This design comes from an exercise in tuning for small area and a short achievable clock period on the open sky130 flow, not from production work.
At most, simulation tests tie the RTL to the original design; equivalence was not proved.
No functional check of the RTL was part of run 2.
No activity file was given, so power comes from the tool's default toggle rates.

File: flow/flow/run.sh
#!/bin/bash
MARGIN=${MARGIN:-6}
bash standard.sh SETUP_SLACK_MARGIN=$MARGIN finish > standard.log 2>&1
File: flow/standard.sh
#!/bin/bash
# synth_recipe.tcl (not shown) runs the flow's synth.tcl, then flattens the netlist and writes it again
# the make line also repeats each setting of config.mk as NAME=value (left out here)
make -C /OpenROAD-flow-scripts/flow DESIGN_CONFIG=/design/flow/config.mk WORK_HOME=/design/flow/orfs CLKGATE_MAP_FILE= SYNTH_SCRIPT=/design/flow/synth_recipe.tcl "${@:-finish}"
File: flow/config.mk
export PLATFORM = sky130hd
export DESIGN_NAME = mac
export DESIGN_NICKNAME = mac
export VERILOG_FILES = /design/flow/design.v
export SDC_FILE = /design/flow/constraint.sdc
export NUM_CORES = 4
export LEC_CHECK = 0
export ABC_AREA = 1
export CAP_MARGIN = 20
export CORE_MARGIN = 2
export CORE_UTILIZATION = 40
export SETUP_SLACK_MARGIN = 5
export SLEW_MARGIN = 20
export SYNTH_HIERARCHICAL = 1
File: flow/constraint.sdc
create_clock -name core_clock -period 12.0 [get_ports {clk}]
set_input_delay 2.4000 -clock core_clock [delete_from_list [all_inputs] [get_ports {clk}]]
set_output_delay 2.4000 -clock core_clock [all_outputs]
set_load 0.01 [all_outputs]
File: flow/design.v
module fullreg #(  parameter N = 16 )(
    input [N-1:0] d,
    output reg [N-1:0] q,
    input clk,
    input en,
    input clr,  
    input rst   
    );
always @(posedge clk,posedge rst) begin
    if(rst)
        q=0;
    else    
    if(en==1)begin
        if(clr)
            q=0;
        else
            q=d;
    end
end
endmodule
`timescale 1ns / 1ps
module adder
   #(parameter integer N=16)
   (
    input  [N-1:0] x1,
    input  [N-1:0] x2,
    output  [N-1:0] y
    );
    assign y=$unsigned(x1)+$unsigned(x2);
endmodule
module fa_cell(input a, input b, input c, output s, output co);
  assign s = a ^ b ^ c;
  assign co = (a & b) | (a & c) | (b & c);
endmodule
module ha_cell(input a, input b, output s, output co);
  assign s = a ^ b;
  assign co = a & b;
endmodule
`timescale 1ns / 1ps
module mult
   #(parameter integer N=9)
   (
    input  [N-1:0] x1,
    input  [N-1:0] x2,
    output  [2*N-1:0] y
    );
    assign y=$signed(x1)*$signed(x2);
endmodule
module mac(
    input [15:0] x1,
    input [15:0] x2,
    input clk,
    input rst,
    input en,
    output [39:0] y
    );
reg [39:0] S;
reg [39:0] C;
wire s1;
wire c2;
wire s3;
wire c4;
wire s5;
wire c6;
wire s7;
wire c8;
wire s9;
wire c10;
wire s11;
wire c12;
wire s13;
wire c14;
wire s15;
wire c16;
wire s17;
wire c18;
wire s19;
wire c20;
wire s21;
wire c22;
wire s23;
wire c24;
wire s25;
wire c26;
wire s27;
wire c28;
wire s29;
wire c30;
wire s31;
wire c32;
wire s33;
wire c34;
wire s35;
wire c36;
wire s37;
wire c38;
wire s39;
wire c40;
wire s41;
wire c42;
wire s43;
wire c44;
wire s45;
wire c46;
wire s47;
wire c48;
wire s49;
wire c50;
wire s51;
wire c52;
wire s53;
wire c54;
wire s55;
wire c56;
wire s57;
wire c58;
wire s59;
wire c60;
wire s61;
wire c62;
wire s63;
wire c64;
wire s65;
wire c66;
wire s67;
wire c68;
wire s69;
wire c70;
wire s71;
wire c72;
wire s73;
wire c74;
wire s75;
wire c76;
wire s77;
wire c78;
wire s79;
wire c80;
wire s81;
wire c82;
wire s83;
wire c84;
wire s85;
wire c86;
wire s87;
wire c88;
wire s89;
wire c90;
wire s91;
wire c92;
wire s93;
wire c94;
wire s95;
wire c96;
wire s97;
wire c98;
wire s99;
wire c100;
wire s101;
wire c102;
wire s103;
wire c104;
wire s105;
wire c106;
wire s107;
wire c108;
wire s109;
wire c110;
wire s111;
wire c112;
wire s113;
wire c114;
wire s115;
wire c116;
wire s117;
wire c118;
wire s119;
wire c120;
wire s121;
wire c122;
wire s123;
wire c124;
wire s125;
wire c126;
wire s127;
wire c128;
wire s129;
wire c130;
wire s131;
wire c132;
wire s133;
wire c134;
wire s135;
wire c136;
wire s137;
wire c138;
wire s139;
wire c140;
wire s141;
wire c142;
wire s143;
wire c144;
wire s145;
wire c146;
wire s147;
wire c148;
wire s149;
wire c150;
wire s151;
wire c152;
wire s153;
wire c154;
wire s155;
wire c156;
wire s157;
wire c158;
wire s159;
wire c160;
wire s161;
wire c162;
wire s163;
wire c164;
wire s165;
wire c166;
wire s167;
wire c168;
wire s169;
wire c170;
wire s171;
wire c172;
wire s173;
wire c174;
wire s175;
wire c176;
wire s177;
wire c178;
wire s179;
wire c180;
wire s181;
wire c182;
wire s183;
wire c184;
wire s185;
wire c186;
wire s187;
wire c188;
wire s189;
wire c190;
wire s191;
wire c192;
wire s193;
wire c194;
wire s195;
wire c196;
wire s197;
wire c198;
wire s199;
wire c200;
wire s201;
wire c202;
wire s203;
wire c204;
wire s205;
wire c206;
wire s207;
wire c208;
wire s209;
wire c210;
wire s211;
wire c212;
wire s213;
wire c214;
wire s215;
wire c216;
wire s217;
wire c218;
wire s219;
wire c220;
wire s221;
wire c222;
wire s223;
wire c224;
wire s225;
wire c226;
wire s227;
wire c228;
wire s229;
wire c230;
wire s231;
wire c232;
wire s233;
wire c234;
wire s235;
wire c236;
wire s237;
wire c238;
wire s239;
wire c240;
wire s241;
wire c242;
wire s243;
wire c244;
wire s245;
wire c246;
wire s247;
wire c248;
wire s249;
wire c250;
wire s251;
wire c252;
wire s253;
wire c254;
wire s255;
wire c256;
wire s257;
wire c258;
wire s259;
wire c260;
wire s261;
wire c262;
wire s263;
wire c264;
wire s265;
wire c266;
wire s267;
wire c268;
wire s269;
wire c270;
wire s271;
wire c272;
wire s273;
wire c274;
wire s275;
wire c276;
wire s277;
wire c278;
wire s279;
wire c280;
wire s281;
wire c282;
wire s283;
wire c284;
wire s285;
wire c286;
wire s287;
wire c288;
wire s289;
wire c290;
wire s291;
wire c292;
wire s293;
wire c294;
wire s295;
wire c296;
wire s297;
wire c298;
wire s299;
wire c300;
wire s301;
wire c302;
wire s303;
wire c304;
wire s305;
wire c306;
wire s307;
wire c308;
wire s309;
wire c310;
wire s311;
wire c312;
wire s313;
wire c314;
wire s315;
wire c316;
wire s317;
wire c318;
wire s319;
wire c320;
wire s321;
wire c322;
wire s323;
wire c324;
wire s325;
wire c326;
wire s327;
wire c328;
wire s329;
wire c330;
wire s331;
wire c332;
wire s333;
wire c334;
wire s335;
wire c336;
wire s337;
wire c338;
wire s339;
wire c340;
wire s341;
wire c342;
wire s343;
wire c344;
wire s345;
wire c346;
wire s347;
wire c348;
wire s349;
wire c350;
wire s351;
wire c352;
wire one0 = en & (x2[0] ^ 1'b0);
wire two0 = en & ((x2[1] & ~x2[0] & ~1'b0) | (~x2[1] & x2[0] & 1'b0));
wire neg0 = en & x2[1];
wire pp0_0 = ((one0 & x1[0]) | (two0 & 1'b0)) ^ neg0;
wire pp0_1 = ((one0 & x1[1]) | (two0 & x1[0])) ^ neg0;
wire pp0_2 = ((one0 & x1[2]) | (two0 & x1[1])) ^ neg0;
wire pp0_3 = ((one0 & x1[3]) | (two0 & x1[2])) ^ neg0;
wire pp0_4 = ((one0 & x1[4]) | (two0 & x1[3])) ^ neg0;
wire pp0_5 = ((one0 & x1[5]) | (two0 & x1[4])) ^ neg0;
wire pp0_6 = ((one0 & x1[6]) | (two0 & x1[5])) ^ neg0;
wire pp0_7 = ((one0 & x1[7]) | (two0 & x1[6])) ^ neg0;
wire pp0_8 = ((one0 & x1[8]) | (two0 & x1[7])) ^ neg0;
wire pp0_9 = ((one0 & x1[9]) | (two0 & x1[8])) ^ neg0;
wire pp0_10 = ((one0 & x1[10]) | (two0 & x1[9])) ^ neg0;
wire pp0_11 = ((one0 & x1[11]) | (two0 & x1[10])) ^ neg0;
wire pp0_12 = ((one0 & x1[12]) | (two0 & x1[11])) ^ neg0;
wire pp0_13 = ((one0 & x1[13]) | (two0 & x1[12])) ^ neg0;
wire pp0_14 = ((one0 & x1[14]) | (two0 & x1[13])) ^ neg0;
wire pp0_15 = ((one0 & x1[15]) | (two0 & x1[14])) ^ neg0;
wire pp0_16 = ~(((one0 & x1[15]) | (two0 & x1[15])) ^ neg0);
wire one1 = en & (x2[2] ^ x2[1]);
wire two1 = en & ((x2[3] & ~x2[2] & ~x2[1]) | (~x2[3] & x2[2] & x2[1]));
wire neg1 = en & x2[3];
wire pp1_0 = ((one1 & x1[0]) | (two1 & 1'b0)) ^ neg1;
wire pp1_1 = ((one1 & x1[1]) | (two1 & x1[0])) ^ neg1;
wire pp1_2 = ((one1 & x1[2]) | (two1 & x1[1])) ^ neg1;
wire pp1_3 = ((one1 & x1[3]) | (two1 & x1[2])) ^ neg1;
wire pp1_4 = ((one1 & x1[4]) | (two1 & x1[3])) ^ neg1;
wire pp1_5 = ((one1 & x1[5]) | (two1 & x1[4])) ^ neg1;
wire pp1_6 = ((one1 & x1[6]) | (two1 & x1[5])) ^ neg1;
wire pp1_7 = ((one1 & x1[7]) | (two1 & x1[6])) ^ neg1;
wire pp1_8 = ((one1 & x1[8]) | (two1 & x1[7])) ^ neg1;
wire pp1_9 = ((one1 & x1[9]) | (two1 & x1[8])) ^ neg1;
wire pp1_10 = ((one1 & x1[10]) | (two1 & x1[9])) ^ neg1;
wire pp1_11 = ((one1 & x1[11]) | (two1 & x1[10])) ^ neg1;
wire pp1_12 = ((one1 & x1[12]) | (two1 & x1[11])) ^ neg1;
wire pp1_13 = ((one1 & x1[13]) | (two1 & x1[12])) ^ neg1;
wire pp1_14 = ((one1 & x1[14]) | (two1 & x1[13])) ^ neg1;
wire pp1_15 = ((one1 & x1[15]) | (two1 & x1[14])) ^ neg1;
wire pp1_16 = ~(((one1 & x1[15]) | (two1 & x1[15])) ^ neg1);
wire one2 = en & (x2[4] ^ x2[3]);
wire two2 = en & ((x2[5] & ~x2[4] & ~x2[3]) | (~x2[5] & x2[4] & x2[3]));
wire neg2 = en & x2[5];
wire pp2_0 = ((one2 & x1[0]) | (two2 & 1'b0)) ^ neg2;
wire pp2_1 = ((one2 & x1[1]) | (two2 & x1[0])) ^ neg2;
wire pp2_2 = ((one2 & x1[2]) | (two2 & x1[1])) ^ neg2;
wire pp2_3 = ((one2 & x1[3]) | (two2 & x1[2])) ^ neg2;
wire pp2_4 = ((one2 & x1[4]) | (two2 & x1[3])) ^ neg2;
wire pp2_5 = ((one2 & x1[5]) | (two2 & x1[4])) ^ neg2;
wire pp2_6 = ((one2 & x1[6]) | (two2 & x1[5])) ^ neg2;
wire pp2_7 = ((one2 & x1[7]) | (two2 & x1[6])) ^ neg2;
wire pp2_8 = ((one2 & x1[8]) | (two2 & x1[7])) ^ neg2;
wire pp2_9 = ((one2 & x1[9]) | (two2 & x1[8])) ^ neg2;
wire pp2_10 = ((one2 & x1[10]) | (two2 & x1[9])) ^ neg2;
wire pp2_11 = ((one2 & x1[11]) | (two2 & x1[10])) ^ neg2;
wire pp2_12 = ((one2 & x1[12]) | (two2 & x1[11])) ^ neg2;
wire pp2_13 = ((one2 & x1[13]) | (two2 & x1[12])) ^ neg2;
wire pp2_14 = ((one2 & x1[14]) | (two2 & x1[13])) ^ neg2;
wire pp2_15 = ((one2 & x1[15]) | (two2 & x1[14])) ^ neg2;
wire pp2_16 = ~(((one2 & x1[15]) | (two2 & x1[15])) ^ neg2);
wire one3 = en & (x2[6] ^ x2[5]);
wire two3 = en & ((x2[7] & ~x2[6] & ~x2[5]) | (~x2[7] & x2[6] & x2[5]));
wire neg3 = en & x2[7];
wire pp3_0 = ((one3 & x1[0]) | (two3 & 1'b0)) ^ neg3;
wire pp3_1 = ((one3 & x1[1]) | (two3 & x1[0])) ^ neg3;
wire pp3_2 = ((one3 & x1[2]) | (two3 & x1[1])) ^ neg3;
wire pp3_3 = ((one3 & x1[3]) | (two3 & x1[2])) ^ neg3;
wire pp3_4 = ((one3 & x1[4]) | (two3 & x1[3])) ^ neg3;
wire pp3_5 = ((one3 & x1[5]) | (two3 & x1[4])) ^ neg3;
wire pp3_6 = ((one3 & x1[6]) | (two3 & x1[5])) ^ neg3;
wire pp3_7 = ((one3 & x1[7]) | (two3 & x1[6])) ^ neg3;
wire pp3_8 = ((one3 & x1[8]) | (two3 & x1[7])) ^ neg3;
wire pp3_9 = ((one3 & x1[9]) | (two3 & x1[8])) ^ neg3;
wire pp3_10 = ((one3 & x1[10]) | (two3 & x1[9])) ^ neg3;
wire pp3_11 = ((one3 & x1[11]) | (two3 & x1[10])) ^ neg3;
wire pp3_12 = ((one3 & x1[12]) | (two3 & x1[11])) ^ neg3;
wire pp3_13 = ((one3 & x1[13]) | (two3 & x1[12])) ^ neg3;
wire pp3_14 = ((one3 & x1[14]) | (two3 & x1[13])) ^ neg3;
wire pp3_15 = ((one3 & x1[15]) | (two3 & x1[14])) ^ neg3;
wire pp3_16 = ~(((one3 & x1[15]) | (two3 & x1[15])) ^ neg3);
wire one4 = en & (x2[8] ^ x2[7]);
wire two4 = en & ((x2[9] & ~x2[8] & ~x2[7]) | (~x2[9] & x2[8] & x2[7]));
wire neg4 = en & x2[9];
wire pp4_0 = ((one4 & x1[0]) | (two4 & 1'b0)) ^ neg4;
wire pp4_1 = ((one4 & x1[1]) | (two4 & x1[0])) ^ neg4;
wire pp4_2 = ((one4 & x1[2]) | (two4 & x1[1])) ^ neg4;
wire pp4_3 = ((one4 & x1[3]) | (two4 & x1[2])) ^ neg4;
wire pp4_4 = ((one4 & x1[4]) | (two4 & x1[3])) ^ neg4;
wire pp4_5 = ((one4 & x1[5]) | (two4 & x1[4])) ^ neg4;
wire pp4_6 = ((one4 & x1[6]) | (two4 & x1[5])) ^ neg4;
wire pp4_7 = ((one4 & x1[7]) | (two4 & x1[6])) ^ neg4;
wire pp4_8 = ((one4 & x1[8]) | (two4 & x1[7])) ^ neg4;
wire pp4_9 = ((one4 & x1[9]) | (two4 & x1[8])) ^ neg4;
wire pp4_10 = ((one4 & x1[10]) | (two4 & x1[9])) ^ neg4;
wire pp4_11 = ((one4 & x1[11]) | (two4 & x1[10])) ^ neg4;
wire pp4_12 = ((one4 & x1[12]) | (two4 & x1[11])) ^ neg4;
wire pp4_13 = ((one4 & x1[13]) | (two4 & x1[12])) ^ neg4;
wire pp4_14 = ((one4 & x1[14]) | (two4 & x1[13])) ^ neg4;
wire pp4_15 = ((one4 & x1[15]) | (two4 & x1[14])) ^ neg4;
wire pp4_16 = ~(((one4 & x1[15]) | (two4 & x1[15])) ^ neg4);
wire one5 = en & (x2[10] ^ x2[9]);
wire two5 = en & ((x2[11] & ~x2[10] & ~x2[9]) | (~x2[11] & x2[10] & x2[9]));
wire neg5 = en & x2[11];
wire pp5_0 = ((one5 & x1[0]) | (two5 & 1'b0)) ^ neg5;
wire pp5_1 = ((one5 & x1[1]) | (two5 & x1[0])) ^ neg5;
wire pp5_2 = ((one5 & x1[2]) | (two5 & x1[1])) ^ neg5;
wire pp5_3 = ((one5 & x1[3]) | (two5 & x1[2])) ^ neg5;
wire pp5_4 = ((one5 & x1[4]) | (two5 & x1[3])) ^ neg5;
wire pp5_5 = ((one5 & x1[5]) | (two5 & x1[4])) ^ neg5;
wire pp5_6 = ((one5 & x1[6]) | (two5 & x1[5])) ^ neg5;
wire pp5_7 = ((one5 & x1[7]) | (two5 & x1[6])) ^ neg5;
wire pp5_8 = ((one5 & x1[8]) | (two5 & x1[7])) ^ neg5;
wire pp5_9 = ((one5 & x1[9]) | (two5 & x1[8])) ^ neg5;
wire pp5_10 = ((one5 & x1[10]) | (two5 & x1[9])) ^ neg5;
wire pp5_11 = ((one5 & x1[11]) | (two5 & x1[10])) ^ neg5;
wire pp5_12 = ((one5 & x1[12]) | (two5 & x1[11])) ^ neg5;
wire pp5_13 = ((one5 & x1[13]) | (two5 & x1[12])) ^ neg5;
wire pp5_14 = ((one5 & x1[14]) | (two5 & x1[13])) ^ neg5;
wire pp5_15 = ((one5 & x1[15]) | (two5 & x1[14])) ^ neg5;
wire pp5_16 = ~(((one5 & x1[15]) | (two5 & x1[15])) ^ neg5);
wire one6 = en & (x2[12] ^ x2[11]);
wire two6 = en & ((x2[13] & ~x2[12] & ~x2[11]) | (~x2[13] & x2[12] & x2[11]));
wire neg6 = en & x2[13];
wire pp6_0 = ((one6 & x1[0]) | (two6 & 1'b0)) ^ neg6;
wire pp6_1 = ((one6 & x1[1]) | (two6 & x1[0])) ^ neg6;
wire pp6_2 = ((one6 & x1[2]) | (two6 & x1[1])) ^ neg6;
wire pp6_3 = ((one6 & x1[3]) | (two6 & x1[2])) ^ neg6;
wire pp6_4 = ((one6 & x1[4]) | (two6 & x1[3])) ^ neg6;
wire pp6_5 = ((one6 & x1[5]) | (two6 & x1[4])) ^ neg6;
wire pp6_6 = ((one6 & x1[6]) | (two6 & x1[5])) ^ neg6;
wire pp6_7 = ((one6 & x1[7]) | (two6 & x1[6])) ^ neg6;
wire pp6_8 = ((one6 & x1[8]) | (two6 & x1[7])) ^ neg6;
wire pp6_9 = ((one6 & x1[9]) | (two6 & x1[8])) ^ neg6;
wire pp6_10 = ((one6 & x1[10]) | (two6 & x1[9])) ^ neg6;
wire pp6_11 = ((one6 & x1[11]) | (two6 & x1[10])) ^ neg6;
wire pp6_12 = ((one6 & x1[12]) | (two6 & x1[11])) ^ neg6;
wire pp6_13 = ((one6 & x1[13]) | (two6 & x1[12])) ^ neg6;
wire pp6_14 = ((one6 & x1[14]) | (two6 & x1[13])) ^ neg6;
wire pp6_15 = ((one6 & x1[15]) | (two6 & x1[14])) ^ neg6;
wire pp6_16 = ~(((one6 & x1[15]) | (two6 & x1[15])) ^ neg6);
wire one7 = en & (x2[14] ^ x2[13]);
wire two7 = en & ((x2[15] & ~x2[14] & ~x2[13]) | (~x2[15] & x2[14] & x2[13]));
wire neg7 = en & x2[15];
wire pp7_0 = ((one7 & x1[0]) | (two7 & 1'b0)) ^ neg7;
wire pp7_1 = ((one7 & x1[1]) | (two7 & x1[0])) ^ neg7;
wire pp7_2 = ((one7 & x1[2]) | (two7 & x1[1])) ^ neg7;
wire pp7_3 = ((one7 & x1[3]) | (two7 & x1[2])) ^ neg7;
wire pp7_4 = ((one7 & x1[4]) | (two7 & x1[3])) ^ neg7;
wire pp7_5 = ((one7 & x1[5]) | (two7 & x1[4])) ^ neg7;
wire pp7_6 = ((one7 & x1[6]) | (two7 & x1[5])) ^ neg7;
wire pp7_7 = ((one7 & x1[7]) | (two7 & x1[6])) ^ neg7;
wire pp7_8 = ((one7 & x1[8]) | (two7 & x1[7])) ^ neg7;
wire pp7_9 = ((one7 & x1[9]) | (two7 & x1[8])) ^ neg7;
wire pp7_10 = ((one7 & x1[10]) | (two7 & x1[9])) ^ neg7;
wire pp7_11 = ((one7 & x1[11]) | (two7 & x1[10])) ^ neg7;
wire pp7_12 = ((one7 & x1[12]) | (two7 & x1[11])) ^ neg7;
wire pp7_13 = ((one7 & x1[13]) | (two7 & x1[12])) ^ neg7;
wire pp7_14 = ((one7 & x1[14]) | (two7 & x1[13])) ^ neg7;
wire pp7_15 = ((one7 & x1[15]) | (two7 & x1[14])) ^ neg7;
wire pp7_16 = ~(((one7 & x1[15]) | (two7 & x1[15])) ^ neg7);
fa_cell fs1 (.a(S[0]), .b(C[0]), .c(neg0), .s(s1), .co(c2));
fa_cell fs3 (.a(S[1]), .b(C[1]), .c(pp0_1), .s(s3), .co(c4));
fa_cell fs5 (.a(S[2]), .b(C[2]), .c(neg1), .s(s5), .co(c6));
fa_cell fs7 (.a(pp0_2), .b(pp1_0), .c(s5), .s(s7), .co(c8));
fa_cell fs9 (.a(S[3]), .b(C[3]), .c(pp0_3), .s(s9), .co(c10));
fa_cell fs11 (.a(pp1_1), .b(c6), .c(c8), .s(s11), .co(c12));
fa_cell fs13 (.a(S[4]), .b(C[4]), .c(neg2), .s(s13), .co(c14));
fa_cell fs15 (.a(pp0_4), .b(pp1_2), .c(pp2_0), .s(s15), .co(c16));
fa_cell fs17 (.a(s13), .b(c10), .c(s15), .s(s17), .co(c18));
fa_cell fs19 (.a(S[5]), .b(C[5]), .c(pp0_5), .s(s19), .co(c20));
fa_cell fs21 (.a(pp1_3), .b(pp2_1), .c(c14), .s(s21), .co(c22));
fa_cell fs23 (.a(c16), .b(s19), .c(s21), .s(s23), .co(c24));
fa_cell fs25 (.a(S[6]), .b(C[6]), .c(neg3), .s(s25), .co(c26));
fa_cell fs27 (.a(pp0_6), .b(pp1_4), .c(pp2_2), .s(s27), .co(c28));
fa_cell fs29 (.a(pp3_0), .b(s25), .c(c20), .s(s29), .co(c30));
fa_cell fs31 (.a(c22), .b(s27), .c(c24), .s(s31), .co(c32));
fa_cell fs33 (.a(S[7]), .b(C[7]), .c(pp0_7), .s(s33), .co(c34));
fa_cell fs35 (.a(pp1_5), .b(pp2_3), .c(pp3_1), .s(s35), .co(c36));
fa_cell fs37 (.a(c26), .b(c28), .c(s33), .s(s37), .co(c38));
fa_cell fs39 (.a(s35), .b(c30), .c(s37), .s(s39), .co(c40));
fa_cell fs41 (.a(S[8]), .b(C[8]), .c(neg4), .s(s41), .co(c42));
fa_cell fs43 (.a(pp0_8), .b(pp1_6), .c(pp2_4), .s(s43), .co(c44));
fa_cell fs45 (.a(pp3_2), .b(pp4_0), .c(s41), .s(s45), .co(c46));
fa_cell fs47 (.a(c34), .b(c36), .c(s43), .s(s47), .co(c48));
fa_cell fs49 (.a(s45), .b(c38), .c(s47), .s(s49), .co(c50));
fa_cell fs51 (.a(S[9]), .b(C[9]), .c(pp0_9), .s(s51), .co(c52));
fa_cell fs53 (.a(pp1_7), .b(pp2_5), .c(pp3_3), .s(s53), .co(c54));
fa_cell fs55 (.a(pp4_1), .b(c42), .c(c44), .s(s55), .co(c56));
fa_cell fs57 (.a(c46), .b(s51), .c(s53), .s(s57), .co(c58));
fa_cell fs59 (.a(c48), .b(s55), .c(s57), .s(s59), .co(c60));
fa_cell fs61 (.a(S[10]), .b(C[10]), .c(neg5), .s(s61), .co(c62));
fa_cell fs63 (.a(pp0_10), .b(pp1_8), .c(pp2_6), .s(s63), .co(c64));
fa_cell fs65 (.a(pp3_4), .b(pp4_2), .c(pp5_0), .s(s65), .co(c66));
fa_cell fs67 (.a(s61), .b(c52), .c(c54), .s(s67), .co(c68));
fa_cell fs69 (.a(s63), .b(s65), .c(c56), .s(s69), .co(c70));
fa_cell fs71 (.a(c58), .b(s67), .c(s69), .s(s71), .co(c72));
fa_cell fs73 (.a(S[11]), .b(C[11]), .c(pp0_11), .s(s73), .co(c74));
fa_cell fs75 (.a(pp1_9), .b(pp2_7), .c(pp3_5), .s(s75), .co(c76));
fa_cell fs77 (.a(pp4_3), .b(pp5_1), .c(c62), .s(s77), .co(c78));
fa_cell fs79 (.a(c64), .b(c66), .c(s73), .s(s79), .co(c80));
fa_cell fs81 (.a(s75), .b(s77), .c(c68), .s(s81), .co(c82));
fa_cell fs83 (.a(s79), .b(c70), .c(s81), .s(s83), .co(c84));
fa_cell fs85 (.a(S[12]), .b(C[12]), .c(neg6), .s(s85), .co(c86));
fa_cell fs87 (.a(pp0_12), .b(pp1_10), .c(pp2_8), .s(s87), .co(c88));
fa_cell fs89 (.a(pp3_6), .b(pp4_4), .c(pp5_2), .s(s89), .co(c90));
fa_cell fs91 (.a(pp6_0), .b(s85), .c(c74), .s(s91), .co(c92));
fa_cell fs93 (.a(c76), .b(c78), .c(s87), .s(s93), .co(c94));
fa_cell fs95 (.a(s89), .b(c80), .c(s91), .s(s95), .co(c96));
fa_cell fs97 (.a(s93), .b(c82), .c(s95), .s(s97), .co(c98));
fa_cell fs99 (.a(S[13]), .b(C[13]), .c(pp0_13), .s(s99), .co(c100));
fa_cell fs101 (.a(pp1_11), .b(pp2_9), .c(pp3_7), .s(s101), .co(c102));
fa_cell fs103 (.a(pp4_5), .b(pp5_3), .c(pp6_1), .s(s103), .co(c104));
fa_cell fs105 (.a(c86), .b(c88), .c(c90), .s(s105), .co(c106));
fa_cell fs107 (.a(s99), .b(s101), .c(s103), .s(s107), .co(c108));
fa_cell fs109 (.a(c92), .b(c94), .c(s105), .s(s109), .co(c110));
fa_cell fs111 (.a(s107), .b(c96), .c(s109), .s(s111), .co(c112));
fa_cell fs113 (.a(S[14]), .b(C[14]), .c(neg7), .s(s113), .co(c114));
fa_cell fs115 (.a(pp0_14), .b(pp1_12), .c(pp2_10), .s(s115), .co(c116));
fa_cell fs117 (.a(pp3_8), .b(pp4_6), .c(pp5_4), .s(s117), .co(c118));
fa_cell fs119 (.a(pp6_2), .b(pp7_0), .c(s113), .s(s119), .co(c120));
fa_cell fs121 (.a(c100), .b(c102), .c(c104), .s(s121), .co(c122));
fa_cell fs123 (.a(s115), .b(s117), .c(s119), .s(s123), .co(c124));
fa_cell fs125 (.a(c106), .b(c108), .c(s121), .s(s125), .co(c126));
fa_cell fs127 (.a(s123), .b(c110), .c(s125), .s(s127), .co(c128));
fa_cell fs129 (.a(S[15]), .b(C[15]), .c(pp0_15), .s(s129), .co(c130));
fa_cell fs131 (.a(pp1_13), .b(pp2_11), .c(pp3_9), .s(s131), .co(c132));
fa_cell fs133 (.a(pp4_7), .b(pp5_5), .c(pp6_3), .s(s133), .co(c134));
fa_cell fs135 (.a(pp7_1), .b(c114), .c(c116), .s(s135), .co(c136));
fa_cell fs137 (.a(c118), .b(c120), .c(s129), .s(s137), .co(c138));
fa_cell fs139 (.a(s131), .b(s133), .c(c122), .s(s139), .co(c140));
fa_cell fs141 (.a(s135), .b(s137), .c(c124), .s(s141), .co(c142));
fa_cell fs143 (.a(c126), .b(s139), .c(s141), .s(s143), .co(c144));
assign s145 = ~(S[16] ^ C[16]);
assign c146 = S[16] | C[16];
fa_cell fs147 (.a(s145), .b(pp0_16), .c(pp1_14), .s(s147), .co(c148));
fa_cell fs149 (.a(pp2_12), .b(pp3_10), .c(pp4_8), .s(s149), .co(c150));
fa_cell fs151 (.a(pp5_6), .b(pp6_4), .c(pp7_2), .s(s151), .co(c152));
fa_cell fs153 (.a(c130), .b(c132), .c(c134), .s(s153), .co(c154));
fa_cell fs155 (.a(s147), .b(s149), .c(s151), .s(s155), .co(c156));
fa_cell fs157 (.a(c136), .b(c138), .c(s153), .s(s157), .co(c158));
fa_cell fs159 (.a(s155), .b(c140), .c(s157), .s(s159), .co(c160));
fa_cell fs161 (.a(c142), .b(s159), .c(c144), .s(s161), .co(c162));
assign s163 = ~(S[17] ^ C[17]);
assign c164 = S[17] | C[17];
fa_cell fs165 (.a(c146), .b(s163), .c(pp1_15), .s(s165), .co(c166));
fa_cell fs167 (.a(pp2_13), .b(pp3_11), .c(pp4_9), .s(s167), .co(c168));
fa_cell fs169 (.a(pp5_7), .b(pp6_5), .c(pp7_3), .s(s169), .co(c170));
fa_cell fs171 (.a(c148), .b(c150), .c(c152), .s(s171), .co(c172));
fa_cell fs173 (.a(s165), .b(s167), .c(s169), .s(s173), .co(c174));
fa_cell fs175 (.a(c154), .b(c156), .c(s171), .s(s175), .co(c176));
fa_cell fs177 (.a(s173), .b(c158), .c(s175), .s(s177), .co(c178));
ha_cell hs179 (.a(c160), .b(s177), .s(s179), .co(c180));
fa_cell fs181 (.a(S[18]), .b(C[18]), .c(c164), .s(s181), .co(c182));
fa_cell fs183 (.a(s181), .b(pp1_16), .c(pp2_14), .s(s183), .co(c184));
fa_cell fs185 (.a(pp3_12), .b(pp4_10), .c(pp5_8), .s(s185), .co(c186));
fa_cell fs187 (.a(pp6_6), .b(pp7_4), .c(c166), .s(s187), .co(c188));
fa_cell fs189 (.a(c168), .b(c170), .c(s183), .s(s189), .co(c190));
fa_cell fs191 (.a(s185), .b(c172), .c(c174), .s(s191), .co(c192));
fa_cell fs193 (.a(s187), .b(s189), .c(c176), .s(s193), .co(c194));
fa_cell fs195 (.a(s191), .b(c178), .c(s193), .s(s195), .co(c196));
assign s197 = ~(S[19] ^ C[19]);
assign c198 = S[19] | C[19];
fa_cell fs199 (.a(s197), .b(c182), .c(pp2_15), .s(s199), .co(c200));
fa_cell fs201 (.a(pp3_13), .b(pp4_11), .c(pp5_9), .s(s201), .co(c202));
fa_cell fs203 (.a(pp6_7), .b(pp7_5), .c(c184), .s(s203), .co(c204));
fa_cell fs205 (.a(c186), .b(s199), .c(s201), .s(s205), .co(c206));
fa_cell fs207 (.a(c188), .b(c190), .c(s203), .s(s207), .co(c208));
fa_cell fs209 (.a(s205), .b(c192), .c(s207), .s(s209), .co(c210));
ha_cell hs211 (.a(c194), .b(s209), .s(s211), .co(c212));
fa_cell fs213 (.a(S[20]), .b(C[20]), .c(c198), .s(s213), .co(c214));
fa_cell fs215 (.a(s213), .b(pp2_16), .c(pp3_14), .s(s215), .co(c216));
fa_cell fs217 (.a(pp4_12), .b(pp5_10), .c(pp6_8), .s(s217), .co(c218));
fa_cell fs219 (.a(pp7_6), .b(c200), .c(c202), .s(s219), .co(c220));
fa_cell fs221 (.a(s215), .b(s217), .c(c204), .s(s221), .co(c222));
fa_cell fs223 (.a(c206), .b(s219), .c(c208), .s(s223), .co(c224));
fa_cell fs225 (.a(s221), .b(c210), .c(s223), .s(s225), .co(c226));
assign s227 = ~(S[21] ^ C[21]);
assign c228 = S[21] | C[21];
fa_cell fs229 (.a(s227), .b(c214), .c(pp3_15), .s(s229), .co(c230));
fa_cell fs231 (.a(pp4_13), .b(pp5_11), .c(pp6_9), .s(s231), .co(c232));
fa_cell fs233 (.a(pp7_7), .b(c216), .c(c218), .s(s233), .co(c234));
fa_cell fs235 (.a(s229), .b(s231), .c(c220), .s(s235), .co(c236));
fa_cell fs237 (.a(s233), .b(c222), .c(s235), .s(s237), .co(c238));
ha_cell hs239 (.a(c224), .b(s237), .s(s239), .co(c240));
fa_cell fs241 (.a(S[22]), .b(C[22]), .c(c228), .s(s241), .co(c242));
fa_cell fs243 (.a(s241), .b(pp3_16), .c(pp4_14), .s(s243), .co(c244));
fa_cell fs245 (.a(pp5_12), .b(pp6_10), .c(pp7_8), .s(s245), .co(c246));
fa_cell fs247 (.a(c230), .b(c232), .c(s243), .s(s247), .co(c248));
fa_cell fs249 (.a(s245), .b(c234), .c(s247), .s(s249), .co(c250));
fa_cell fs251 (.a(c236), .b(s249), .c(c238), .s(s251), .co(c252));
assign s253 = ~(S[23] ^ C[23]);
assign c254 = S[23] | C[23];
fa_cell fs255 (.a(s253), .b(c242), .c(pp4_15), .s(s255), .co(c256));
fa_cell fs257 (.a(pp5_13), .b(pp6_11), .c(pp7_9), .s(s257), .co(c258));
fa_cell fs259 (.a(c244), .b(c246), .c(s255), .s(s259), .co(c260));
fa_cell fs261 (.a(s257), .b(c248), .c(s259), .s(s261), .co(c262));
ha_cell hs263 (.a(c250), .b(s261), .s(s263), .co(c264));
fa_cell fs265 (.a(S[24]), .b(C[24]), .c(c254), .s(s265), .co(c266));
fa_cell fs267 (.a(s265), .b(pp4_16), .c(pp5_14), .s(s267), .co(c268));
fa_cell fs269 (.a(pp6_12), .b(pp7_10), .c(c256), .s(s269), .co(c270));
fa_cell fs271 (.a(c258), .b(s267), .c(c260), .s(s271), .co(c272));
fa_cell fs273 (.a(s269), .b(c262), .c(s271), .s(s273), .co(c274));
assign s275 = ~(S[25] ^ C[25]);
assign c276 = S[25] | C[25];
fa_cell fs277 (.a(s275), .b(c266), .c(pp5_15), .s(s277), .co(c278));
fa_cell fs279 (.a(pp6_13), .b(pp7_11), .c(c268), .s(s279), .co(c280));
fa_cell fs281 (.a(s277), .b(c270), .c(s279), .s(s281), .co(c282));
ha_cell hs283 (.a(c272), .b(s281), .s(s283), .co(c284));
fa_cell fs285 (.a(S[26]), .b(C[26]), .c(c276), .s(s285), .co(c286));
fa_cell fs287 (.a(s285), .b(pp5_16), .c(pp6_14), .s(s287), .co(c288));
fa_cell fs289 (.a(pp7_12), .b(c278), .c(s287), .s(s289), .co(c290));
fa_cell fs291 (.a(c280), .b(s289), .c(c282), .s(s291), .co(c292));
assign s293 = ~(S[27] ^ C[27]);
assign c294 = S[27] | C[27];
fa_cell fs295 (.a(s293), .b(c286), .c(pp6_15), .s(s295), .co(c296));
fa_cell fs297 (.a(pp7_13), .b(c288), .c(s295), .s(s297), .co(c298));
ha_cell hs299 (.a(c290), .b(s297), .s(s299), .co(c300));
fa_cell fs301 (.a(S[28]), .b(C[28]), .c(c294), .s(s301), .co(c302));
fa_cell fs303 (.a(s301), .b(pp6_16), .c(pp7_14), .s(s303), .co(c304));
fa_cell fs305 (.a(c296), .b(s303), .c(c298), .s(s305), .co(c306));
assign s307 = ~(S[29] ^ C[29]);
assign c308 = S[29] | C[29];
fa_cell fs309 (.a(s307), .b(c302), .c(pp7_15), .s(s309), .co(c310));
ha_cell hs311 (.a(c304), .b(s309), .s(s311), .co(c312));
fa_cell fs313 (.a(S[30]), .b(C[30]), .c(c308), .s(s313), .co(c314));
fa_cell fs315 (.a(s313), .b(pp7_16), .c(c310), .s(s315), .co(c316));
assign s317 = ~(S[31] ^ C[31]);
assign c318 = S[31] | C[31];
ha_cell hs319 (.a(s317), .b(c314), .s(s319), .co(c320));
assign s321 = ~(S[32] ^ C[32]);
assign c322 = S[32] | C[32];
ha_cell hs323 (.a(c318), .b(s321), .s(s323), .co(c324));
assign s325 = ~(S[33] ^ C[33]);
assign c326 = S[33] | C[33];
fa_cell fs327 (.a(c322), .b(s325), .c(c324), .s(s327), .co(c328));
assign s329 = ~(S[34] ^ C[34]);
assign c330 = S[34] | C[34];
ha_cell hs331 (.a(c326), .b(s329), .s(s331), .co(c332));
assign s333 = ~(S[35] ^ C[35]);
assign c334 = S[35] | C[35];
fa_cell fs335 (.a(c330), .b(s333), .c(c332), .s(s335), .co(c336));
assign s337 = ~(S[36] ^ C[36]);
assign c338 = S[36] | C[36];
ha_cell hs339 (.a(c334), .b(s337), .s(s339), .co(c340));
assign s341 = ~(S[37] ^ C[37]);
assign c342 = S[37] | C[37];
fa_cell fs343 (.a(c338), .b(s341), .c(c340), .s(s343), .co(c344));
assign s345 = ~(S[38] ^ C[38]);
assign c346 = S[38] | C[38];
ha_cell hs347 (.a(c342), .b(s345), .s(s347), .co(c348));
assign s349 = ~(S[39] ^ C[39]);
assign c350 = S[39] | C[39];
fa_cell fs351 (.a(c346), .b(s349), .c(c348), .s(s351), .co(c352));
wire [39:0] Sn = {s351, c344, s343, c336, s335, c328, s327, c320, c316, c312, c306, c300, c292, c284, c274, c264, c252, c240, c226, c212, c196, c180, c162, s161, c128, c112, c98, c84, c72, c60, c50, c40, c32, s29, c18, c12, s9, c4, c2, pp0_0};
wire [39:0] Cn = {1'b0, s347, 1'b0, s339, 1'b0, s331, 1'b0, s323, s319, s315, s311, s305, s299, s291, s283, s273, s263, s251, s239, s225, s211, s195, s179, 1'b0, s143, s127, s111, s97, s83, s71, s59, s49, s39, s31, s23, s17, s11, s7, s3, s1};
always @(posedge clk or posedge rst)
  if (rst) begin
    S <= 40'd0;
    C <= 40'd0;
  end else begin
    S <= Sn;
    C <= Cn;
  end
wire [39:0] ya = S[39:0], yb = C[39:0];
wire [39:0] p0 = ya ^ yb, g0 = ya & yb;
wire bg0_1 = g0[1] | (p0[1] & g0[0]);
wire bp0_1 = p0[1] & p0[0];
wire bg0_3 = g0[3] | (p0[3] & g0[2]);
wire bp0_3 = p0[3] & p0[2];
wire bg0_5 = g0[5] | (p0[5] & g0[4]);
wire bp0_5 = p0[5] & p0[4];
wire bg0_7 = g0[7] | (p0[7] & g0[6]);
wire bp0_7 = p0[7] & p0[6];
wire bg0_9 = g0[9] | (p0[9] & g0[8]);
wire bp0_9 = p0[9] & p0[8];
wire bg0_11 = g0[11] | (p0[11] & g0[10]);
wire bp0_11 = p0[11] & p0[10];
wire bg0_13 = g0[13] | (p0[13] & g0[12]);
wire bp0_13 = p0[13] & p0[12];
wire bg0_15 = g0[15] | (p0[15] & g0[14]);
wire bp0_15 = p0[15] & p0[14];
wire bg0_17 = g0[17] | (p0[17] & g0[16]);
wire bp0_17 = p0[17] & p0[16];
wire bg0_19 = g0[19] | (p0[19] & g0[18]);
wire bp0_19 = p0[19] & p0[18];
wire bg0_21 = g0[21] | (p0[21] & g0[20]);
wire bp0_21 = p0[21] & p0[20];
wire bg0_23 = g0[23] | (p0[23] & g0[22]);
wire bp0_23 = p0[23] & p0[22];
wire bg0_25 = g0[25] | (p0[25] & g0[24]);
wire bp0_25 = p0[25] & p0[24];
wire bg0_27 = g0[27] | (p0[27] & g0[26]);
wire bp0_27 = p0[27] & p0[26];
wire bg0_29 = g0[29] | (p0[29] & g0[28]);
wire bp0_29 = p0[29] & p0[28];
wire bg0_31 = g0[31] | (p0[31] & g0[30]);
wire bp0_31 = p0[31] & p0[30];
wire bg0_33 = g0[33] | (p0[33] & g0[32]);
wire bp0_33 = p0[33] & p0[32];
wire bg0_35 = g0[35] | (p0[35] & g0[34]);
wire bp0_35 = p0[35] & p0[34];
wire bg0_37 = g0[37] | (p0[37] & g0[36]);
wire bp0_37 = p0[37] & p0[36];
wire bg0_39 = g0[39] | (p0[39] & g0[38]);
wire bp0_39 = p0[39] & p0[38];
wire bg1_3 = bg0_3 | (bp0_3 & bg0_1);
wire bp1_3 = bp0_3 & bp0_1;
wire bg1_7 = bg0_7 | (bp0_7 & bg0_5);
wire bp1_7 = bp0_7 & bp0_5;
wire bg1_11 = bg0_11 | (bp0_11 & bg0_9);
wire bp1_11 = bp0_11 & bp0_9;
wire bg1_15 = bg0_15 | (bp0_15 & bg0_13);
wire bp1_15 = bp0_15 & bp0_13;
wire bg1_19 = bg0_19 | (bp0_19 & bg0_17);
wire bp1_19 = bp0_19 & bp0_17;
wire bg1_23 = bg0_23 | (bp0_23 & bg0_21);
wire bp1_23 = bp0_23 & bp0_21;
wire bg1_27 = bg0_27 | (bp0_27 & bg0_25);
wire bp1_27 = bp0_27 & bp0_25;
wire bg1_31 = bg0_31 | (bp0_31 & bg0_29);
wire bp1_31 = bp0_31 & bp0_29;
wire bg1_35 = bg0_35 | (bp0_35 & bg0_33);
wire bp1_35 = bp0_35 & bp0_33;
wire bg1_39 = bg0_39 | (bp0_39 & bg0_37);
wire bp1_39 = bp0_39 & bp0_37;
wire bg2_7 = bg1_7 | (bp1_7 & bg1_3);
wire bp2_7 = bp1_7 & bp1_3;
wire bg2_15 = bg1_15 | (bp1_15 & bg1_11);
wire bp2_15 = bp1_15 & bp1_11;
wire bg2_23 = bg1_23 | (bp1_23 & bg1_19);
wire bp2_23 = bp1_23 & bp1_19;
wire bg2_31 = bg1_31 | (bp1_31 & bg1_27);
wire bp2_31 = bp1_31 & bp1_27;
wire bg2_39 = bg1_39 | (bp1_39 & bg1_35);
wire bp2_39 = bp1_39 & bp1_35;
wire bg3_15 = bg2_15 | (bp2_15 & bg2_7);
wire bp3_15 = bp2_15 & bp2_7;
wire bg3_31 = bg2_31 | (bp2_31 & bg2_23);
wire bp3_31 = bp2_31 & bp2_23;
wire bg4_31 = bg3_31 | (bp3_31 & bg3_15);
wire bp4_31 = bp3_31 & bp3_15;
wire bg8_23 = bg2_23 | (bp2_23 & bg3_15);
wire bp8_23 = bp2_23 & bp3_15;
wire bg8_39 = bg2_39 | (bp2_39 & bg4_31);
wire bp8_39 = bp2_39 & bp4_31;
wire bg9_11 = bg1_11 | (bp1_11 & bg2_7);
wire bp9_11 = bp1_11 & bp2_7;
wire bg9_19 = bg1_19 | (bp1_19 & bg3_15);
wire bp9_19 = bp1_19 & bp3_15;
wire bg9_27 = bg1_27 | (bp1_27 & bg8_23);
wire bp9_27 = bp1_27 & bp8_23;
wire bg9_35 = bg1_35 | (bp1_35 & bg4_31);
wire bp9_35 = bp1_35 & bp4_31;
wire bg10_5 = bg0_5 | (bp0_5 & bg1_3);
wire bp10_5 = bp0_5 & bp1_3;
wire bg10_9 = bg0_9 | (bp0_9 & bg2_7);
wire bp10_9 = bp0_9 & bp2_7;
wire bg10_13 = bg0_13 | (bp0_13 & bg9_11);
wire bp10_13 = bp0_13 & bp9_11;
wire bg10_17 = bg0_17 | (bp0_17 & bg3_15);
wire bp10_17 = bp0_17 & bp3_15;
wire bg10_21 = bg0_21 | (bp0_21 & bg9_19);
wire bp10_21 = bp0_21 & bp9_19;
wire bg10_25 = bg0_25 | (bp0_25 & bg8_23);
wire bp10_25 = bp0_25 & bp8_23;
wire bg10_29 = bg0_29 | (bp0_29 & bg9_27);
wire bp10_29 = bp0_29 & bp9_27;
wire bg10_33 = bg0_33 | (bp0_33 & bg4_31);
wire bp10_33 = bp0_33 & bp4_31;
wire bg10_37 = bg0_37 | (bp0_37 & bg9_35);
wire bp10_37 = bp0_37 & bp9_35;
wire bg11_2 = g0[2] | (p0[2] & bg0_1);
wire bp11_2 = p0[2] & bp0_1;
wire bg11_4 = g0[4] | (p0[4] & bg1_3);
wire bp11_4 = p0[4] & bp1_3;
wire bg11_6 = g0[6] | (p0[6] & bg10_5);
wire bp11_6 = p0[6] & bp10_5;
wire bg11_8 = g0[8] | (p0[8] & bg2_7);
wire bp11_8 = p0[8] & bp2_7;
wire bg11_10 = g0[10] | (p0[10] & bg10_9);
wire bp11_10 = p0[10] & bp10_9;
wire bg11_12 = g0[12] | (p0[12] & bg9_11);
wire bp11_12 = p0[12] & bp9_11;
wire bg11_14 = g0[14] | (p0[14] & bg10_13);
wire bp11_14 = p0[14] & bp10_13;
wire bg11_16 = g0[16] | (p0[16] & bg3_15);
wire bp11_16 = p0[16] & bp3_15;
wire bg11_18 = g0[18] | (p0[18] & bg10_17);
wire bp11_18 = p0[18] & bp10_17;
wire bg11_20 = g0[20] | (p0[20] & bg9_19);
wire bp11_20 = p0[20] & bp9_19;
wire bg11_22 = g0[22] | (p0[22] & bg10_21);
wire bp11_22 = p0[22] & bp10_21;
wire bg11_24 = g0[24] | (p0[24] & bg8_23);
wire bp11_24 = p0[24] & bp8_23;
wire bg11_26 = g0[26] | (p0[26] & bg10_25);
wire bp11_26 = p0[26] & bp10_25;
wire bg11_28 = g0[28] | (p0[28] & bg9_27);
wire bp11_28 = p0[28] & bp9_27;
wire bg11_30 = g0[30] | (p0[30] & bg10_29);
wire bp11_30 = p0[30] & bp10_29;
wire bg11_32 = g0[32] | (p0[32] & bg4_31);
wire bp11_32 = p0[32] & bp4_31;
wire bg11_34 = g0[34] | (p0[34] & bg10_33);
wire bp11_34 = p0[34] & bp10_33;
wire bg11_36 = g0[36] | (p0[36] & bg9_35);
wire bp11_36 = p0[36] & bp9_35;
wire bg11_38 = g0[38] | (p0[38] & bg10_37);
wire bp11_38 = p0[38] & bp10_37;
wire [39:0] cy = {bg11_38, bg10_37, bg11_36, bg9_35, bg11_34, bg10_33, bg11_32, bg4_31, bg11_30, bg10_29, bg11_28, bg9_27, bg11_26, bg10_25, bg11_24, bg8_23, bg11_22, bg10_21, bg11_20, bg9_19, bg11_18, bg10_17, bg11_16, bg3_15, bg11_14, bg10_13, bg11_12, bg9_11, bg11_10, bg10_9, bg11_8, bg2_7, bg11_6, bg10_5, bg11_4, bg1_3, bg11_2, bg0_1, g0[0], 1'b0};
assign y[39:0] = p0 ^ cy;
endmodule
==> summary.txt, run 1 <==
Status = timing/DRC/antenna clean
# IOs = 75
Static leakage = 5.59 nW
Root Driver = clkbuf_16
Skew final = 0.00694 ns
Residual DRC = 0
TritonCTS buffer count = 9
Routing usage on met2 = 28.4%
Row cnt = 57
Syn Inst Count = 937
Min Tclk post-route = 5.93 ns
Fraction of registers with async set/reset = 100%
Clock latency (worst-skew pair) = 0.35 ns
Worst vdd ir = 0.166 mV
Chip height = 160 um
Hold WC Path Type = reg2reg
Initial DRT Pass Iterations = 5
Vias = 6,834
Met1 GRT Util = 26.3%
RSZ-0062 raised after global routing = true
First-pass GRT wire length = 36.5 mm
Synth Flop Type = dfrtp_1
Post-synth cell types = 29
# hold bufs at CTS = 0
Placed cell count = 1,295
Initial antenna violation count = 0
Worst Path Required = 12.22 ns
Share of layout cells above drive strength 1 = 14.5%
Met3 usage = 2.75%
Drt total wl = 22.6 mm
Crit share post-route = 49.4%
# setup viols final = 0
Hold Crit Start = C[0]$_DFF_PP0_
Vias in the first global route = 6,925
Busiest grt layer = met2
Synth top area share = 34.1%
Actual slew at the worst max-slew pin = 0.724 ns
Post-synthesis register bit count = 75
R2R depth = 9
Sequential-to-total area share from yosys stat = 19.2%
Multi-input logic area = 7280 sq um
Critical path type = in2reg
Slew margin rel. = 51.7%
Cell area power density = 318 nW/um^2
Clock transition at the registers of the reported paths = 0.06 ns
FMAX = 169 MHz
Setup_tns = 0 ns
Total track usage = 18.1%
Syn. warnings = 7
FF+latch area = 1880 sq um
Crit path DAT = 6.15 ns
Hold path endpoint = S[1]$_DFF_PP0_
Final antenna-violating net count = 0
Crit. End Element = register
Hold depth = 1
Clock Tree Buf Depth = 2
# fillers = 2,266
H-tree levels = 3
Setup crit start kind = primary input
DR iter-0 viols = 492
Pins Over Slew Limit = 0
Finished Layout Cells = 1,346
Synth area leader = fa_1
Routed WL per cell = 16.8 um
Final Hold Viols = 0
Die width = 160 um
Capturing point of the worst reg2reg path = C[20]$_DFF_PP0_
Top cells by area, synth = fa_1 34%, dfrtp_1 19%, xor2_1 13%, ha_1 7.4%, o22ai_1 7.0%
Crit Path Max Fanout = 7
Maximum capacitance violations = 0
Mapped Area = 9760 sq um
Net Count, Synth = 1,196
Initial core utilization = 40.5%
Clock sink count = 75
Area Overhead vs Synth = 18.0%
CTS tree = built
Largest net degree at the start of global routing = 76
Post-synth EDFFs = 0
GRT overflow = 0
Vias per inst = 5.08
Avg Cell Area, Syn = 10.4 sq um
Die area = 25,700 sq um
Total chip power = 3.66 mW
Core area = 24,100 sq um
N_diodes = 0
GP Congestion = 0.856
I/O Buffers = 74
Post-DP HPWL = 17.6 mm
# nets final = 1,276
R2R Setup Slk = 8.51 ns
R2r startpoint = C[17]$_DFF_PP0_
-- worst max-delay path: stages --
cell	delay, ns
clkdlybuf4s50_1	0.50
nand2_1	0.16
o21ai_2	0.24
clkinvlp_4	0.23
o22ai_1	0.19
xor2_1	0.23
fa_1	0.46
fa_1	0.40
fa_1	0.43
fa_1	0.51
fa_1	0.40
-- metal layers --
metal,part of all wire (%),up-vias
met5,0,-
met4,1.5,0
met3,6.3,21
met2,48,233
met1,44,3433
li1,-,3147
-- cells in the final DEF (no fill, tap or decap), types with 3 or more instances in the layout --
cell type        synthesis  routed
nor3_1                   3       3
o22ai_1                109      95
clkinvlp_4               0      11
nor2_1                  26      19
o21ai_4                  0       3
o21ai_0                  9       9
nand2_2                  0       6
dlymetal6s2s_1           0      11
fa_1                   166     156
buf_4                   14      31
inv_4                    0       4
nand3_1                  9       9
clkdlybuf4s50_1          0      59
nor3_4                   7       7
o22ai_2                 10      23
nand2_1                 94      87
dlygate4sd2_1            0       3
xnor2_1                  6       6
nor2_2                   0       3
a21oi_1                 10      10
inv_1                  133     122
o21ai_2                  7       4
ha_1                    58      58
inv_2                   17      16
nor2_4                   0       4
dfrtp_1                 75      75
clkbuf_16                0       9
xor2_2                   0       4
fa_2                     0      10
xor2_1                 148     144
-- logic make-up after synthesis --
kind of cell             synth area share (%)
buffers and inverters                    8.57
XOR/XNOR                                 13.8
AO/OA/AOI/OAI                            10.3
flip-flops                               19.2
adder cells (fa/ha/maj)                  41.5
AND/OR/NAND/NOR                          6.54
-- registers in the layout, indices dropped and copies added (netlist names) --
signal,cells
S,40
C,35
-- per-stage QoR --
step | hold WS, ns | instance area (sq um) | util, % | worst slack, ns
floorplan | 0.540 | 9760 | - | 6.20
global placement | 0.562 | 10600 | 44.1 | 5.14
detailed placement | 0.564 | 10600 | 44.1 | 5.08
CTS | 0.577 | 11200 | 46.4 | 5.99
global route | 0.618 | 11500 | 47.8 | 5.93
finish | 0.570 | 11500 | 47.8 | 6.07
-- Yosys stat by module, one instance, submodules excluded --
module   cells  cell area [sq um]
mac        778               6660
fa_cell      1               20.0
ha_cell      1               12.5
-- what timing repair did --
action | 4_1_cts | 5_1_grt
setup endpoints to repair | 32 | 20
buffers inserted | 18 | 15
resized for setup | 33 | 58
pin swaps | 8 | 8
gates cloned | 2 | 0
-- cells in the mapped netlist, types with 3 or more instances --
cell and instances:
nor3_1 3, buf_6 8, o22ai_2 10, inv_1 133
xnor2_1 6, nor2_1 26, o21ai_0 9, clkbuf_1 13
xor2_1 148, fa_1 166, ha_1 58, buf_1 4
dfrtp_1 75, o21ai_2 7, a21oi_1 10, nor3_4 7
inv_2 17, buf_4 14, nand3_1 9, nand2_1 94
o22ai_1 109
-- final cells by class --
cell class              instances  share of cell area [%]
clock inverters                 5                   0.532
clock buffers                  11                    2.11
repair buffers                108                    8.93
well taps                     324                    3.52
inverters                     151                    5.29
multi-input cells             670                    63.2
repair inverters                2                   0.130
flip-flops and latches         75                    16.3
-- how the worst max path moves through the flow --
| stage | from | to | slack [ns] |
|---|---|---|---|
| after floorplan | en | S[16]$_DFF_PP0_ | 6.20 |
| after global placement | en | S[16]$_DFF_PP0_ | 5.14 |
| after detailed placement | en | S[16]$_DFF_PP0_ | 5.08 |
| after CTS | x2[11] | S[16]$_DFF_PP0_ | 5.99 |
| after global routing | x2[15] | C[18]$_DFF_PP0_ | 5.93 |
| final | x2[15] | C[18]$_DFF_PP0_ | 6.07 |
-- power breakdown --
group	internal (mW)	leakage [nW]	total (mW)	switching [mW]
registers	0.449	0.897	0.581	0.132
logic	1.40	4.56	2.80	1.39
clock network	0.168	0.138	0.283	0.115
==> run 2: changes to the inputs <==
--- a/flow/design.v
+++ b/flow/design.v
@@ -55,7 +55,7 @@
     output [39:0] y
     );
 reg [39:0] S;
-reg [39:0] C;
+reg [39:4] C;
 wire s1;
 wire c2;
 wire s3;
@@ -568,12 +568,12 @@
 wire pp7_14 = ((one7 & x1[14]) | (two7 & x1[13])) ^ neg7;
 wire pp7_15 = ((one7 & x1[15]) | (two7 & x1[14])) ^ neg7;
 wire pp7_16 = ~(((one7 & x1[15]) | (two7 & x1[15])) ^ neg7);
-fa_cell fs1 (.a(S[0]), .b(C[0]), .c(neg0), .s(s1), .co(c2));
-fa_cell fs3 (.a(S[1]), .b(C[1]), .c(pp0_1), .s(s3), .co(c4));
-fa_cell fs5 (.a(S[2]), .b(C[2]), .c(neg1), .s(s5), .co(c6));
-fa_cell fs7 (.a(pp0_2), .b(pp1_0), .c(s5), .s(s7), .co(c8));
-fa_cell fs9 (.a(S[3]), .b(C[3]), .c(pp0_3), .s(s9), .co(c10));
-fa_cell fs11 (.a(pp1_1), .b(c6), .c(c8), .s(s11), .co(c12));
+fa_cell fs1 (.a(S[0]), .b(neg0), .c(pp0_0), .s(s1), .co(c2));
+fa_cell fs3 (.a(S[1]), .b(pp0_1), .c(c2), .s(s3), .co(c4));
+fa_cell fs5 (.a(S[2]), .b(neg1), .c(pp0_2), .s(s5), .co(c6));
+fa_cell fs7 (.a(pp1_0), .b(s5), .c(c4), .s(s7), .co(c8));
+fa_cell fs9 (.a(S[3]), .b(pp0_3), .c(pp1_1), .s(s9), .co(c10));
+fa_cell fs11 (.a(c6), .b(s9), .c(c8), .s(s11), .co(c12));
 fa_cell fs13 (.a(S[4]), .b(C[4]), .c(neg2), .s(s13), .co(c14));
 fa_cell fs15 (.a(pp0_4), .b(pp1_2), .c(pp2_0), .s(s15), .co(c16));
 fa_cell fs17 (.a(s13), .b(c10), .c(s15), .s(s17), .co(c18));
@@ -761,18 +761,19 @@
 assign s349 = ~(S[39] ^ C[39]);
 assign c350 = S[39] | C[39];
 fa_cell fs351 (.a(c346), .b(s349), .c(c348), .s(s351), .co(c352));
-wire [39:0] Sn = {s351, c344, s343, c336, s335, c328, s327, c320, c316, c312, c306, c300, c292, c284, c274, c264, c252, c240, c226, c212, c196, c180, c162, s161, c128, c112, c98, c84, c72, c60, c50, c40, c32, s29, c18, c12, s9, c4, c2, pp0_0};
-wire [39:0] Cn = {1'b0, s347, 1'b0, s339, 1'b0, s331, 1'b0, s323, s319, s315, s311, s305, s299, s291, s283, s273, s263, s251, s239, s225, s211, s195, s179, 1'b0, s143, s127, s111, s97, s83, s71, s59, s49, s39, s31, s23, s17, s11, s7, s3, s1};
+wire [39:0] Sn = {s351, c344, s343, c336, s335, c328, s327, c320, c316, c312, c306, c300, c292, c284, c274, c264, c252, c240, c226, c212, c196, c180, c162, s161, c128, c112, c98, c84, c72, c60, c50, c40, c32, s29, c18, c12, s11, s7, s3, s1};
+wire [39:4] Cn = {1'b0, s347, 1'b0, s339, 1'b0, s331, 1'b0, s323, s319, s315, s311, s305, s299, s291, s283, s273, s263, s251, s239, s225, s211, s195, s179, 1'b0, s143, s127, s111, s97, s83, s71, s59, s49, s39, s31, s23, s17};
 always @(posedge clk or posedge rst)
   if (rst) begin
     S <= 40'd0;
-    C <= 40'd0;
+    C <= 36'd0;
   end else begin
     S <= Sn;
     C <= Cn;
   end
-wire [39:0] ya = S[39:0], yb = C[39:0];
-wire [39:0] p0 = ya ^ yb, g0 = ya & yb;
+assign y[3:0] = S[3:0];
+wire [35:0] ya = S[39:4], yb = C[39:4];
+wire [35:0] p0 = ya ^ yb, g0 = ya & yb;
 wire bg0_1 = g0[1] | (p0[1] & g0[0]);
 wire bp0_1 = p0[1] & p0[0];
 wire bg0_3 = g0[3] | (p0[3] & g0[2]);
@@ -809,10 +810,6 @@
 wire bp0_33 = p0[33] & p0[32];
 wire bg0_35 = g0[35] | (p0[35] & g0[34]);
 wire bp0_35 = p0[35] & p0[34];
-wire bg0_37 = g0[37] | (p0[37] & g0[36]);
-wire bp0_37 = p0[37] & p0[36];
-wire bg0_39 = g0[39] | (p0[39] & g0[38]);
-wire bp0_39 = p0[39] & p0[38];
 wire bg1_3 = bg0_3 | (bp0_3 & bg0_1);
 wire bp1_3 = bp0_3 & bp0_1;
 wire bg1_7 = bg0_7 | (bp0_7 & bg0_5);
@@ -831,8 +828,6 @@
 wire bp1_31 = bp0_31 & bp0_29;
 wire bg1_35 = bg0_35 | (bp0_35 & bg0_33);
 wire bp1_35 = bp0_35 & bp0_33;
-wire bg1_39 = bg0_39 | (bp0_39 & bg0_37);
-wire bp1_39 = bp0_39 & bp0_37;
 wire bg2_7 = bg1_7 | (bp1_7 & bg1_3);
 wire bp2_7 = bp1_7 & bp1_3;
 wire bg2_15 = bg1_15 | (bp1_15 & bg1_11);
@@ -841,8 +836,6 @@
 wire bp2_23 = bp1_23 & bp1_19;
 wire bg2_31 = bg1_31 | (bp1_31 & bg1_27);
 wire bp2_31 = bp1_31 & bp1_27;
-wire bg2_39 = bg1_39 | (bp1_39 & bg1_35);
-wire bp2_39 = bp1_39 & bp1_35;
 wire bg3_15 = bg2_15 | (bp2_15 & bg2_7);
 wire bp3_15 = bp2_15 & bp2_7;
 wire bg3_31 = bg2_31 | (bp2_31 & bg2_23);
@@ -851,8 +844,6 @@
 wire bp4_31 = bp3_31 & bp3_15;
 wire bg8_23 = bg2_23 | (bp2_23 & bg3_15);
 wire bp8_23 = bp2_23 & bp3_15;
-wire bg8_39 = bg2_39 | (bp2_39 & bg4_31);
-wire bp8_39 = bp2_39 & bp4_31;
 wire bg9_11 = bg1_11 | (bp1_11 & bg2_7);
 wire bp9_11 = bp1_11 & bp2_7;
 wire bg9_19 = bg1_19 | (bp1_19 & bg3_15);
@@ -877,8 +868,6 @@
 wire bp10_29 = bp0_29 & bp9_27;
 wire bg10_33 = bg0_33 | (bp0_33 & bg4_31);
 wire bp10_33 = bp0_33 & bp4_31;
-wire bg10_37 = bg0_37 | (bp0_37 & bg9_35);
-wire bp10_37 = bp0_37 & bp9_35;
 wire bg11_2 = g0[2] | (p0[2] & bg0_1);
 wire bp11_2 = p0[2] & bp0_1;
 wire bg11_4 = g0[4] | (p0[4] & bg1_3);
@@ -913,10 +902,6 @@
 wire bp11_32 = p0[32] & bp4_31;
 wire bg11_34 = g0[34] | (p0[34] & bg10_33);
 wire bp11_34 = p0[34] & bp10_33;
-wire bg11_36 = g0[36] | (p0[36] & bg9_35);
-wire bp11_36 = p0[36] & bp9_35;
-wire bg11_38 = g0[38] | (p0[38] & bg10_37);
-wire bp11_38 = p0[38] & bp10_37;
-wire [39:0] cy = {bg11_38, bg10_37, bg11_36, bg9_35, bg11_34, bg10_33, bg11_32, bg4_31, bg11_30, bg10_29, bg11_28, bg9_27, bg11_26, bg10_25, bg11_24, bg8_23, bg11_22, bg10_21, bg11_20, bg9_19, bg11_18, bg10_17, bg11_16, bg3_15, bg11_14, bg10_13, bg11_12, bg9_11, bg11_10, bg10_9, bg11_8, bg2_7, bg11_6, bg10_5, bg11_4, bg1_3, bg11_2, bg0_1, g0[0], 1'b0};
-assign y[39:0] = p0 ^ cy;
+wire [35:0] cy = {bg11_34, bg10_33, bg11_32, bg4_31, bg11_30, bg10_29, bg11_28, bg9_27, bg11_26, bg10_25, bg11_24, bg8_23, bg11_22, bg10_21, bg11_20, bg9_19, bg11_18, bg10_17, bg11_16, bg3_15, bg11_14, bg10_13, bg11_12, bg9_11, bg11_10, bg10_9, bg11_8, bg2_7, bg11_6, bg10_5, bg11_4, bg1_3, bg11_2, bg0_1, g0[0], 1'b0};
+assign y[39:4] = p0 ^ cy;
 endmodule
==> flow/run.sh (new file) <==
#!/bin/bash
# synth_recipe.tcl (not shown) runs the flow's synth.tcl, then flattens the netlist and writes it again
# the make line also repeats each setting of config.mk as NAME=value (left out here)
make -C /OpenROAD-flow-scripts/flow DESIGN_CONFIG=/design/flow/config.mk WORK_HOME=/design/flow/orfs CLKGATE_MAP_FILE= SYNTH_SCRIPT=/design/flow/synth_recipe.tcl finish
removed: flow/flow/run.sh
removed: flow/standard.sh
==> run 2 against run 1 <==
Largest power group unchanged. Synthesized cell count decreased by 4.8%. Sequential share of layout area increased by 0.40 points. Sequential cell count decreased by 4. Hold slack improved by 0.028 ns. Combinational power decreased by 5%.
==> summary.txt, run 2 <==
Vias in the first global route = 6,482 (-6.4%)
Post-synthesis register bit count = 71 (-5.3%)
Crit share post-route = 55.4% (+6.0 points)
Crit Path Max Fanout = 15 (+8)
Maximum capacitance violations = 0 (unchanged)
Vias per inst = 5.08 (+0.12%)
FMAX = 151 MHz (-11%)
Post-synth cell types = 30 (+3.4%)
Final antenna-violating net count = 0 (unchanged)
Part of the power in registers = 15.8% (about the same)
Critical path type = in2reg
Core area = 23,300 sq um (-3.2%)
Sequential-to-total area share from yosys stat = 18.8% (-0.45 points)
Status = timing/DRC/antenna clean
Number of stages on the worst setup path = 13 (+2)
P_int = 1.96 mW (-3.2%)
Vias = 6,390 (-6.5%)
Share of layout cells above drive strength 1 = 6.61% (-7.9 points)
Cell area after layout = 10,600 sq um (-7.6%)
Capturing point of the worst reg2reg path = C[16]$_DFF_PP0_
Post-DP HPWL = 16.9 mm (-3.7%)
Pins Over Slew Limit = 0 (unchanged)
Row cnt = 56 (-1.8%)
Worst path cell trace = clkdlybuf4s50_1, inv_2, nor2_1, nand2_1, o21ai_2, inv_1, o22ai_1, xor2_1, fa_1, fa_1, fa_1, fa_1, fa_1
Root Driver = clkbuf_16
Worst setup margin = 5.36 ns (-0.715 ns)
Met3 WL post-DR = 1.57 mm (+10%)
Hold Crit Start = S[0]$_DFF_PP0_
Post-synth EDFFs = 0 (unchanged)
R2R depth = 9 (unchanged)
# nets final = 1,186 (-7.1%)
TritonCTS buffer count = 9 (unchanged)
Chip height = 158 um (-1.5%)
Crit path DAT = 6.86 ns (+0.71 ns)
Static leakage = 5.14 nW (-8.0%)
Most common cell after layout, fill and taps aside = fa_1
Psw = 1.56 mW (-4.7%)
Total chip power = 3.52 mW (-3.9%)
RSZ-0062 raised after global routing = false
Most frequent cell after synthesis = fa_1
Post-synth top cells = 164 x fa_1, 147 x xor2_1, 120 x inv_1
Crit-path most repeated cell = fa_1
Largest net degree at the start of global routing = 72 (-5.3%)
Largest Register = S
Worst vdd ir = 0.243 mV (+46%)
Worst Path Required = 12.21 ns (about the same)
CTS tree = built
Hold depth = 1 (unchanged)
I/O Buffers = 74 (unchanged)
Critical path's slowest cell = clkdlybuf4s50_1
GRT overflow = 0 (unchanged)
Synth Flop Type = dfrtp_1
Initial DRT Pass Iterations = 5 (unchanged)
Slew margin rel. = 37.7% (-14 points)
Clock Tree Buf Depth = 2 (unchanged)
Mapped Area = 9460 sq um (-3.1%)
R2r startpoint = S[17]$_DFF_PP0_
Initial core utilization = 40.5% (+0.065 points)
Cell area power density = 331 nW/um^2 (+4.0%)
Syn. warnings = 7 (unchanged)
# hold bufs at CTS = 0 (unchanged)
Net Count, Synth = 1,145 (-4.3%)
DR iter-0 viols = 473 (-3.9%)
Setup crit start kind = primary input
R2R Setup Slk = 8.48 ns (-0.03 ns)
Placed cell area = 10,300 sq um (-3.1%)
Hold slack = 0.597 ns (+0.0276 ns)
Uppermost layer routed = met4
Synth top area share = 34.7% (+0.65 points)
H-tree levels = 3 (unchanged)
Syn Inst Count = 892 (-4.8%)
run 2: how the worst max path moves through the flow:
stage | from | to | slack (ns)
2_1_floorplan | en | S[16]$_DFF_PP0_ | 6.20
3_3_place_gp | en | C[14]$_DFF_PP0_ | 5.09
3_5_place_dp | en | S[16]$_DFF_PP0_ | 5.06
4_1_cts | en | C[14]$_DFF_PP0_ | 5.41
5_1_grt | en | C[14]$_DFF_PP0_ | 5.12
6_report | en | C[14]$_DFF_PP0_ | 5.36
run 2: power by group through the flow:
| stage | combinational, mW | clock (mW) | sequential [mW] |
|---|---|---|---|
| detailed placement | 2.74 | 0 | 0.565 |
| global route | 3.12 | 0.316 | 0.580 |
| finish | 2.66 | 0.300 | 0.555 |
| floorplan | 1.82 | 0 | 0.533 |
| global placement | 2.66 | 0 | 0.562 |
| CTS | 2.75 | 0.309 | 0.561 |
run 2: logic make-up after synthesis:
group | count (synthesis) | synth area share (%)
adder cells (fa/ha/maj) | 218 | 41.9
buffers and inverters | 183 | 8.64
AO/OA/AOI/OAI | 153 | 10.8
XOR/XNOR | 152 | 14.1
AND/OR/NAND/NOR | 115 | 5.81
flip-flops | 71 | 18.8
run 2: per-stage QoR:
| step | utilization, % | cells |
|---|---|---|
| 3_3_place_gp | 44.2 | 1241 |
| 3_5_place_dp | 44.2 | 1241 |
| 2_1_floorplan | - | 892 |
| 5_1_grt | 45.6 | 1257 |
| 6_report | 45.6 | 1257 |
| 4_1_cts | 45.6 | 1257 |
run 2: cell type report:
class,instances,area [sq um]
Clock inverter,6,92.6
Inverter,138,518
Timing Repair Buffer,75,748
Fill cell,2181,12700
Sequential cell,71,1780
Clock buffer,10,239
Tap cell,319,399
Multi-Input combinational cell,638,6860
run 2: per-module statistics from Yosys, one instance, submodules excluded:
module	cell area [sq um]	cells
mac	6360	733
fa_cell	20.0	1
ha_cell	12.5	1
run 2: metal layers:
metal,global-route usage [%],up-vias
met1,28.6,3201
met2,27.3,205
li1,-,2956
met4,4.24,0
met5,0,-
met3,4.46,28

Setup slack of run 2, layout unchanged: 5.356 ns with ideal ports, 5.378 ns with driving cells assumed (clock clkbuf_16, inputs buf_2), 4.990 ns with port delays also shifted by the 0.389 ns mid clock arrival.
